Background: an optimization exercise with open tools, aiming at small area, a short achievable clock period and few clock cycles. Do not read the settings as production practice.
Where RTL was checked, it was by simulation tests only, not by an equivalence proof against the original.

Design matrix_cpu, start of the top module:
module matrix_cpu (
    input  wire         clk,
    input  wire         reset,
    input  wire         start,
    output wire         done,
    output wire [3:0]   imem_addr,
    input  wire [26:0]  imem_data,
    output wire [6:0]   mem_rd1_addr,
    input  wire [255:0] mem_rd1_data,
    output wire [6:0]   mem_rd2_addr,
    input  wire [255:0] mem_rd2_data,
    output wire         mem_we,
    output wire [6:0]   mem_waddr,
    output wire [255:0] mem_wdata
);
wire [255:0] out_q;         
reg  [255:0] opa;           
reg  [95:0]  ycur;          
reg  [95:0]  ycurn;         
reg  [191:0] ynext;         
function [23:0] booth;
    input [15:0] y;
    integer d;
    reg [16:0] yy;
    begin
        yy = {y, 1'b0};
        for (d = 0; d < 8; d = d + 1) begin
            booth[d]      = yy[2*d+1] ^ yy[2*d];                        
            booth[8 + d]  = (yy[2*d+2 -: 3] == 3'b011) | (yy[2*d+2 -: 3] == 3'b100);  
            booth[16 + d] = yy[2*d+2];                                   
        end
    end
endfunction
reg  [255:0] zr;            
reg  [255:0] res;           
reg          busy;          
wire [3:0]   pc;
reg          xv;            
reg          c_mul;
reg          x_w;
reg  [6:0]   x_dest;
reg  [1:0]   k;             
reg          w_mem, w_out;
reg  [6:0]   wdest;
wire x_last = ~c_mul | (k == 2'd3);
wire        accept, consume, fwd_a, fwd_b, stop_now;
exe_engine ctl (
    .reset(reset), .start(start), .busy(busy), .instr(imem_data),
    .xv(xv), .x_last(x_last), .x_w(x_w), .x_dest(x_dest),
    .w_mem(w_mem), .w_out(w_out), .wdest(wdest),
    .accept(accept), .consume(consume), .fwd_a(fwd_a), .fwd_b(fwd_b),
    .stop_now(stop_now)
);
program_counter pcr (.address(pc), .clk(clk), .reset(reset),
                     .clear(~busy & ~start | stop_now),
                     .enable(consume));
assign imem_addr    = pc;
assign mem_rd1_addr = imem_data[14:8];
assign mem_rd2_addr = imem_data[7:1];
wire [2:0] op   = imem_data[26:24];
wire i_add = (op == 3'b000);
wire i_sub = (op == 3'b001);
wire i_scl = (op == 3'b010);
wire i_mul = (op == 3'b011);
wire i_tr  = (op == 3'b100);
wire [255:0] s1 = fwd_a ? res : (imem_data[22] ? out_q : mem_rd1_data);
wire [255:0] s2 = fwd_b ? res : mem_rd2_data;
wire [255:0] mac_out;
genvar r, c, j;
generate
  ...
==> module matrix_mult, before the edit <==
module matrix_mult (
    output wire [255:0] m_out,
    input  wire [255:0] a, z,
    input  wire [95:0]  y, yn
);
genvar r, c;
generate
for (c = 0; c < 4; c = c + 1) begin : col
    for (r = 0; r < 4; r = r + 1) begin : row
        wire [23:0] yc = (r < 2) ? y[c*24 +: 24] : ~yn[c*24 +: 24];
        mac16 u (.x(a[r*64 + c*16 +: 16]), .bo(yc[7:0]), .bt(yc[15:8]), .bn(yc[23:16]),
                 .z(z[r*64 + c*16 +: 16]), .cin(1'b0),
                 .o(m_out[r*64 + c*16 +: 16]));
    end
end
endgenerate
endmodule
==> module matrix_cpu, before the edit <==
module matrix_cpu (
    input  wire         clk,
    input  wire         reset,
    input  wire         start,
    output wire         done,
    output wire [3:0]   imem_addr,
    input  wire [26:0]  imem_data,
    output wire [6:0]   mem_rd1_addr,
    input  wire [255:0] mem_rd1_data,
    output wire [6:0]   mem_rd2_addr,
    input  wire [255:0] mem_rd2_data,
    output wire         mem_we,
    output wire [6:0]   mem_waddr,
    output wire [255:0] mem_wdata
);
wire [255:0] out_q;         
reg  [255:0] opa;           
reg  [95:0]  ycur;          
reg  [95:0]  ycurn;         
reg  [191:0] ynext;         
function [23:0] booth;
    input [15:0] y;
    integer d;
    reg [16:0] yy;
    begin
        yy = {y, 1'b0};
        for (d = 0; d < 8; d = d + 1) begin
            booth[d]      = yy[2*d+1] ^ yy[2*d];                        
            booth[8 + d]  = (yy[2*d+2 -: 3] == 3'b011) | (yy[2*d+2 -: 3] == 3'b100);  
            booth[16 + d] = yy[2*d+2];                                   
        end
    end
endfunction
reg  [255:0] zr;            
reg  [255:0] res;           
reg          busy;          
wire [3:0]   pc;
reg          xv;            
reg          c_mul;
reg          x_w;
reg  [6:0]   x_dest;
reg  [1:0]   k;             
reg          w_mem, w_out;
reg  [6:0]   wdest;
wire x_last = ~c_mul | (k == 2'd3);
wire        accept, consume, fwd_a, fwd_b, stop_now;
exe_engine ctl (
    .reset(reset), .start(start), .busy(busy), .instr(imem_data),
    .xv(xv), .x_last(x_last), .x_w(x_w), .x_dest(x_dest),
    .w_mem(w_mem), .w_out(w_out), .wdest(wdest),
    .accept(accept), .consume(consume), .fwd_a(fwd_a), .fwd_b(fwd_b),
    .stop_now(stop_now)
);
program_counter pcr (.address(pc), .clk(clk), .reset(reset),
                     .clear(~busy & ~start | stop_now),
                     .enable(consume));
assign imem_addr    = pc;
assign mem_rd1_addr = imem_data[14:8];
assign mem_rd2_addr = imem_data[7:1];
wire [2:0] op   = imem_data[26:24];
wire i_add = (op == 3'b000);
wire i_sub = (op == 3'b001);
wire i_scl = (op == 3'b010);
wire i_mul = (op == 3'b011);
wire i_tr  = (op == 3'b100);
wire [255:0] s1 = fwd_a ? res : (imem_data[22] ? out_q : mem_rd1_data);
wire [255:0] s2 = fwd_b ? res : mem_rd2_data;
wire [255:0] mac_out;
genvar r, c, j;
generate
for (r = 0; r < 4; r = r + 1) begin : g_r
    for (c = 0; c < 4; c = c + 1) begin : g_c
        always @(posedge clk)
            opa[r*64 + c*16 +: 16] <= ~accept ? opa[r*64 + ((c+1)%4)*16 +: 16] :
                                      (i_add | i_sub) ? s2[r*64 + c*16 +: 16] :
                                      s1[r*64 + c*16 +: 16];
        always @(posedge clk)
            zr[r*64 + c*16 +: 16] <= ~accept ? mac_out[r*64 + c*16 +: 16] :
                                     (i_add | i_sub) ? s1[r*64 + c*16 +: 16] :
                                     i_tr ? s1[c*64 + r*16 +: 16] : 16'd0;
    end
end
wire [23:0] y_const = i_scl ? booth({8'b0, imem_data[7:0]}) :
                      i_add ? 24'h000001 :
                      i_sub ? 24'hFF0001 : 24'd0;
for (c = 0; c < 4; c = c + 1) begin : g_y
    wire [23:0] y_first = ~i_mul ? y_const :
                          fwd_b ? booth(res[c*64 + c*16 +: 16]) :
                          booth(mem_rd2_data[c*64 + c*16 +: 16]);
    wire [23:0] y_next = accept ? y_first : booth(ynext[c*48 +: 16]);
    always @(posedge clk) begin
        ycur[c*24 +: 24]  <= y_next;
        ycurn[c*24 +: 24] <= ~y_next;
    end
    for (j = 1; j < 4; j = j + 1) begin : g_yj
        always @(posedge clk)
            ynext[c*48 + (j-1)*16 +: 16] <= accept ? s2[((c+j)%4)*64 + c*16 +: 16] :
                                            (j < 3) ? ynext[c*48 + j*16 +: 16] : 16'd0;
    end
end
endgenerate
always @(posedge clk) begin
    if (accept) begin
        c_mul    <= i_mul;
        x_w      <= imem_data[23];
        x_dest   <= imem_data[21:15];
    end
end
matrix_mult mm (.m_out(mac_out), .a(opa), .y(ycur), .yn(ycurn), .z(zr));
always @(posedge clk)
    res <= mac_out;
always @(posedge clk) begin
    if (reset) begin
        busy   <= 1'b0;
        xv     <= 1'b0;
        w_mem  <= 1'b0;
        w_out  <= 1'b0;
        k      <= 2'd0;
    end else begin
        busy   <= (busy | start) & ~stop_now;
        xv     <= accept | xv & ~x_last;
        w_mem  <= xv & x_last & ~x_w;
        w_out  <= xv & x_last & x_w;
        if (xv & c_mul) k <= k + 2'd1;
    end
end
always @(posedge clk)
    if (xv & x_last) wdest <= x_dest;
output_reg outr (.data(out_q), .write_data(w_out), .data_to_write(res),
                 .reset(reset), .clk(clk));
assign done      = ~busy;
assign mem_we    = w_mem;
assign mem_waddr = wdest;
assign mem_wdata = res;
endmodule
Settings: LEC_CHECK=0, CAP_MARGIN=10, CORE_MARGIN=2, CORE_UTILIZATION=55, CTS_CLUSTER_DIAMETER=90, CTS_CLUSTER_SIZE=22, SLEW_MARGIN=10; clock period 11.0 ns.
standard.sh (not shown) runs the stock make flow with config.mk's settings and CLKGATE_MAP_FILE= SYNTH_SCRIPT=/design/flow/synth_recipe.tcl, a recipe that flattens the netlist after the stock synthesis.
==> flow/flow/run.sh <==
#!/bin/bash
set -euo pipefail
export SETUP_SLACK_MARGIN=6.0
export BUFFER_PORTS_ARGS="-buffer_cell sky130_fd_sc_hd__buf_1"
bash standard.sh > make.log 2>&1
The baseline finished but failed the layout checks on max-capacitance violations, max-slew violations.
Change:
--- a/flow/design.v
+++ b/flow/design.v
@@ -53,5 +53,6 @@
     output wire [255:0] m_out,
     input  wire [255:0] a, z,
-    input  wire [95:0]  y, yn
+    input  wire [95:0]  y,
+    input  wire         cin
 );
 genvar r, c;
@@ -59,7 +60,6 @@
 for (c = 0; c < 4; c = c + 1) begin : col
     for (r = 0; r < 4; r = r + 1) begin : row
-        wire [23:0] yc = (r < 2) ? y[c*24 +: 24] : ~yn[c*24 +: 24];
-        mac16 u (.x(a[r*64 + c*16 +: 16]), .bo(yc[7:0]), .bt(yc[15:8]), .bn(yc[23:16]),
-                 .z(z[r*64 + c*16 +: 16]), .cin(1'b0),
+        mac16 u (.x(a[r*64 + c*16 +: 16]), .bo(y[c*24 +: 8]), .bt(y[c*24 + 8 +: 8]), .bn(y[c*24 + 16 +: 8]),
+                 .z(z[r*64 + c*16 +: 16]), .cin(cin),
                  .o(m_out[r*64 + c*16 +: 16]));
     end
@@ -519,5 +519,4 @@
 reg  [255:0] opa;           
 reg  [95:0]  ycur;          
-reg  [95:0]  ycurn;         
 reg  [191:0] ynext;         
 function [23:0] booth;
@@ -539,5 +538,5 @@
 wire [3:0]   pc;
 reg          xv;            
-reg          c_mul;
+reg          c_mul, c_sub;
 reg          x_w;
 reg  [6:0]   x_dest;
@@ -574,25 +573,19 @@
     for (c = 0; c < 4; c = c + 1) begin : g_c
         always @(posedge clk)
-            opa[r*64 + c*16 +: 16] <= ~accept ? opa[r*64 + ((c+1)%4)*16 +: 16] :
-                                      (i_add | i_sub) ? s2[r*64 + c*16 +: 16] :
-                                      s1[r*64 + c*16 +: 16];
+            opa[r*64 + c*16 +: 16] <= accept ? s1[r*64 + c*16 +: 16]
+                                             : opa[r*64 + ((c+1)%4)*16 +: 16];
         always @(posedge clk)
             zr[r*64 + c*16 +: 16] <= ~accept ? mac_out[r*64 + c*16 +: 16] :
-                                     (i_add | i_sub) ? s1[r*64 + c*16 +: 16] :
+                                     (i_add | i_sub) ? s2[r*64 + c*16 +: 16] ^ {16{i_sub}} :
                                      i_tr ? s1[c*64 + r*16 +: 16] : 16'd0;
     end
 end
-wire [23:0] y_const = i_scl ? booth({8'b0, imem_data[7:0]}) :
-                      i_add ? 24'h000001 :
-                      i_sub ? 24'hFF0001 : 24'd0;
 for (c = 0; c < 4; c = c + 1) begin : g_y
-    wire [23:0] y_first = ~i_mul ? y_const :
-                          fwd_b ? booth(res[c*64 + c*16 +: 16]) :
-                          booth(mem_rd2_data[c*64 + c*16 +: 16]);
-    wire [23:0] y_next = accept ? y_first : booth(ynext[c*48 +: 16]);
-    always @(posedge clk) begin
-        ycur[c*24 +: 24]  <= y_next;
-        ycurn[c*24 +: 24] <= ~y_next;
-    end
+    wire [15:0] y_first = i_mul ? s2[c*64 + c*16 +: 16] :
+                          i_scl ? {8'b0, imem_data[7:0]} :
+                          {15'd0, i_add | i_sub};
+    wire [15:0] y_now = accept ? y_first : ynext[c*48 +: 16];
+    always @(posedge clk)
+        ycur[c*24 +: 24] <= booth(y_now);
     for (j = 1; j < 4; j = j + 1) begin : g_yj
         always @(posedge clk)
@@ -605,9 +598,10 @@
     if (accept) begin
         c_mul    <= i_mul;
+        c_sub    <= i_sub;
         x_w      <= imem_data[23];
         x_dest   <= imem_data[21:15];
     end
 end
-matrix_mult mm (.m_out(mac_out), .a(opa), .y(ycur), .yn(ycurn), .z(zr));
+matrix_mult mm (.m_out(mac_out), .a(opa), .y(ycur), .z(zr), .cin(c_sub));
 always @(posedge clk)
     res <= mac_out;
With this change the flow completed with no timing, DRC or antenna violations.
Worst setup slack loses 0.036 ns.
Global-route usage drops by 5.5 points.
Wire length drops by 13%.
Cell area drops by 5.2%.
Count of clock-buffer cells in the layout climbs by 3.
Synthesized cell count drops by 9.2%.
Sequential share of layout area drops by 0.32 points.
Cell count drops by 8.6%.
Area after synthesis drops by 4.1%.
Die area drops by 4.1%.
Clock skew drops by 0.0091 ns.
Function was not checked in any run of this note: the RTL went through the layout flow alone.

main:
Another version of the RTL of matrix_cpu (not shown whole).
For scale: about 12000 cells after synthesis, roughly 830 I/O pins, roughly 110000 um2 of cells after synthesis.
==> module matrix_cpu, before the edit <==
module matrix_cpu (
    input  wire         clk,
    input  wire         reset,
    input  wire         start,
    output wire         done,
    output wire [3:0]   imem_addr,
    input  wire [26:0]  imem_data,
    output wire [6:0]   mem_rd1_addr,
    input  wire [255:0] mem_rd1_data,
    output wire [6:0]   mem_rd2_addr,
    input  wire [255:0] mem_rd2_data,
    output wire         mem_we,
    output wire [6:0]   mem_waddr,
    output wire [255:0] mem_wdata
);
wire [255:0] out_q;         
reg  [255:0] opa;           
reg  [95:0]  ycur;          
reg  [191:0] ynext;         
function [23:0] booth;
    input [15:0] y;
    integer d;
    reg [16:0] yy;
    begin
        yy = {y, 1'b0};
        for (d = 0; d < 8; d = d + 1) begin
            booth[d]      = yy[2*d+1] ^ yy[2*d];                        
            booth[8 + d]  = (yy[2*d+2 -: 3] == 3'b011) | (yy[2*d+2 -: 3] == 3'b100);  
            booth[16 + d] = yy[2*d+2];                                   
        end
    end
endfunction
reg  [255:0] zc;            
reg          acc_en;        
reg  [255:0] res;           
reg          busy;          
wire [3:0]   pc;
reg          xv;            
reg          c_mul, c_sub;
reg          x_w;
reg  [6:0]   x_dest;
reg  [1:0]   k;             
reg          w_mem, w_out;
reg  [6:0]   wdest;
wire x_last = ~c_mul | (k == 2'd3);
wire        accept, consume, fwd_a, fwd_b, stop_now;
exe_engine ctl (
    .reset(reset), .start(start), .busy(busy), .instr(imem_data),
    .xv(xv), .x_last(x_last), .x_w(x_w), .x_dest(x_dest),
    .w_mem(w_mem), .w_out(w_out), .wdest(wdest),
    .accept(accept), .consume(consume), .fwd_a(fwd_a), .fwd_b(fwd_b),
    .stop_now(stop_now)
);
program_counter pcr (.address(pc), .clk(clk), .reset(reset),
                     .clear(~busy & ~start | stop_now),
                     .enable(consume));
assign imem_addr    = pc;
assign mem_rd1_addr = imem_data[14:8];
assign mem_rd2_addr = imem_data[7:1];
wire [2:0] op   = imem_data[26:24];
wire i_add = (op == 3'b000);
wire i_sub = (op == 3'b001);
wire i_scl = (op == 3'b010);
wire i_mul = (op == 3'b011);
wire i_tr  = (op == 3'b100);
wire [255:0] s1 = fwd_a ? res : (imem_data[22] ? out_q : mem_rd1_data);
wire [255:0] s2 = fwd_b ? res : mem_rd2_data;
wire [255:0] mac_out;
genvar r, c, j;
generate
for (r = 0; r < 4; r = r + 1) begin : g_r
    for (c = 0; c < 4; c = c + 1) begin : g_c
        always @(posedge clk)
            opa[r*64 + c*16 +: 16] <= accept ? s1[r*64 + c*16 +: 16]
                                             : opa[r*64 + ((c+1)%4)*16 +: 16];
        always @(posedge clk)
            zc[r*64 + c*16 +: 16] <= (i_add | i_sub) ? s2[r*64 + c*16 +: 16] ^ {16{i_sub}} :
                                     i_tr ? s1[c*64 + r*16 +: 16] : 16'd0;
    end
end
for (c = 0; c < 4; c = c + 1) begin : g_y
    wire [15:0] y_first = i_mul ? s2[c*64 + c*16 +: 16] :
                          i_scl ? {8'b0, imem_data[7:0]} :
                          {15'd0, i_add | i_sub};
    wire [15:0] y_now = accept ? y_first : ynext[c*48 +: 16];
    always @(posedge clk)
        ycur[c*24 +: 24] <= booth(y_now);
    for (j = 1; j < 4; j = j + 1) begin : g_yj
        always @(posedge clk)
            ynext[c*48 + (j-1)*16 +: 16] <= accept ? s2[((c+j)%4)*64 + c*16 +: 16] :
                                            (j < 3) ? ynext[c*48 + j*16 +: 16] : 16'd0;
    end
end
endgenerate
always @(posedge clk) begin
    if (accept) begin
        c_mul    <= i_mul;
        c_sub    <= i_sub;
        x_w      <= imem_data[23];
        x_dest   <= imem_data[21:15];
    end
end
matrix_mult mm (.m_out(mac_out), .a(opa), .y(ycur), .z(acc_en ? res : zc), .cin(c_sub));
always @(posedge clk)
    res <= mac_out;
always @(posedge clk) begin
    if (reset) begin
        busy   <= 1'b0;
        xv     <= 1'b0;
        w_mem  <= 1'b0;
        w_out  <= 1'b0;
        k      <= 2'd0;
        acc_en <= 1'b0;
    end else begin
        busy   <= (busy | start) & ~stop_now;
        xv     <= accept | xv & ~x_last;
        w_mem  <= xv & x_last & ~x_w;
        w_out  <= xv & x_last & x_w;
        if (xv & c_mul) k <= k + 2'd1;
        acc_en <= xv & ~x_last;
    end
end
always @(posedge clk)
    if (xv & x_last) wdest <= x_dest;
output_reg outr (.data(out_q), .write_data(w_out), .data_to_write(res),
                 .reset(reset), .clk(clk));
assign done      = ~busy;
assign mem_we    = w_mem;
assign mem_waddr = wdest;
assign mem_wdata = res;
endmodule
export LEC_CHECK = 0
export CAP_MARGIN = 10
export CORE_MARGIN = 2
export CORE_UTILIZATION = 55
export CTS_CLUSTER_DIAMETER = 90
export CTS_CLUSTER_SIZE = 22
export SLEW_MARGIN = 10
create_clock -name core_clock -period 11.0 [get_ports {clk}]
Scripts as last shown in full above: flow/flow/run.sh
Testbench counts of main, summed over its fixed seeds: cycles 12,545.
For the feature branch, these inputs were changed with respect to main:
--- a/flow/design.v
+++ b/flow/design.v
@@ -538,12 +538,11 @@
             booth[8 + d]  = (yy[2*d+2 -: 3] == 3'b011) | (yy[2*d+2 -: 3] == 3'b100);  
             booth[16 + d] = yy[2*d+2];                                   
         end
     end
 endfunction
-reg  [255:0] zc;            
-reg          acc_en;        
+reg  [255:0] zr;            
 reg  [255:0] res;           
 reg          busy;          
 wire [3:0]   pc;
 reg          xv;            
 reg          c_mul, c_sub;
@@ -582,11 +581,12 @@
     for (c = 0; c < 4; c = c + 1) begin : g_c
         always @(posedge clk)
             opa[r*64 + c*16 +: 16] <= accept ? s1[r*64 + c*16 +: 16]
                                              : opa[r*64 + ((c+1)%4)*16 +: 16];
         always @(posedge clk)
-            zc[r*64 + c*16 +: 16] <= (i_add | i_sub) ? s2[r*64 + c*16 +: 16] ^ {16{i_sub}} :
+            zr[r*64 + c*16 +: 16] <= ~accept ? mac_out[r*64 + c*16 +: 16] :
+                                     (i_add | i_sub) ? s2[r*64 + c*16 +: 16] ^ {16{i_sub}} :
                                      i_tr ? s1[c*64 + r*16 +: 16] : 16'd0;
     end
 end
 for (c = 0; c < 4; c = c + 1) begin : g_y
     wire [15:0] y_first = i_mul ? s2[c*64 + c*16 +: 16] :
@@ -608,28 +608,26 @@
         c_sub    <= i_sub;
         x_w      <= imem_data[23];
         x_dest   <= imem_data[21:15];
     end
 end
-matrix_mult mm (.m_out(mac_out), .a(opa), .y(ycur), .z(acc_en ? res : zc), .cin(c_sub));
+matrix_mult mm (.m_out(mac_out), .a(opa), .y(ycur), .z(zr), .cin(c_sub));
 always @(posedge clk)
     res <= mac_out;
 always @(posedge clk) begin
     if (reset) begin
         busy   <= 1'b0;
         xv     <= 1'b0;
         w_mem  <= 1'b0;
         w_out  <= 1'b0;
         k      <= 2'd0;
-        acc_en <= 1'b0;
     end else begin
         busy   <= (busy | start) & ~stop_now;
         xv     <= accept | xv & ~x_last;
         w_mem  <= xv & x_last & ~x_w;
         w_out  <= xv & x_last & x_w;
         if (xv & c_mul) k <= k + 2'd1;
-        acc_en <= xv & ~x_last;
     end
 end
 always @(posedge clk)
     if (xv & x_last) wdest <= x_dest;
 output_reg outr (.data(out_q), .write_data(w_out), .data_to_write(res),
==> run summary <==
Arrival time at the worst endpoint came out lower on the feature branch than on main. When the feature branch is measured against main, its critical path depth turns out 2 higher. Wire length of the first global-routing pass on the feature branch is behind main. What the feature branch reported for number of buffers added for setup after CTS has to be multiplied by 0.60 to get the figure for main. Compared with main, the feature branch shows final-layout clock buffer total that has gone up by a few percent. Ratio of final minimum period to clock period ends up higher on main. main -> the feature branch: sequential share of layout area flat. Changes observed in the feature branch relative to main: average wire per cell in the routed design climbed about 2.8%, sequential cell count barely changed.
Testbench counts of the feature branch, summed over its fixed seeds: cycles 12,545.

re-timing with driven ports:
Ports are ideal in the flow. The routed layouts listed here were re-timed in OpenROAD.
Step 1: set_driving_cell puts a clkbuf_16 on clk and a buf_2 on each other input, an assumption about the parent block.
Step 2, shift: input delay + t, output delay - t, t = (earliest + latest rising clock arrival at the registers) / 2. This alone moves slack from input paths to output paths.
Slacks: no drivers / after step 1 / after step 2; pairs: no drivers / after step 1.
run	t, ns	setup slack, ns	slew at the worst register clock pin (ns)
the first run of note 1	0.946	5.826 / 5.898 / 4.953	0.10 / 0.10
the second run of note 1	0.903	5.790 / 5.856 / 4.953	0.10 / 0.10
main	0.908	5.907 / 5.972 / 5.065	0.10 / 0.10
the feature branch	0.884	5.989 / 5.982 / 5.183	0.10 / 0.10
The setup slack of the first run of note 1, which loses most, moves by +0.072 ns with the drivers and by -0.873 ns with both steps.
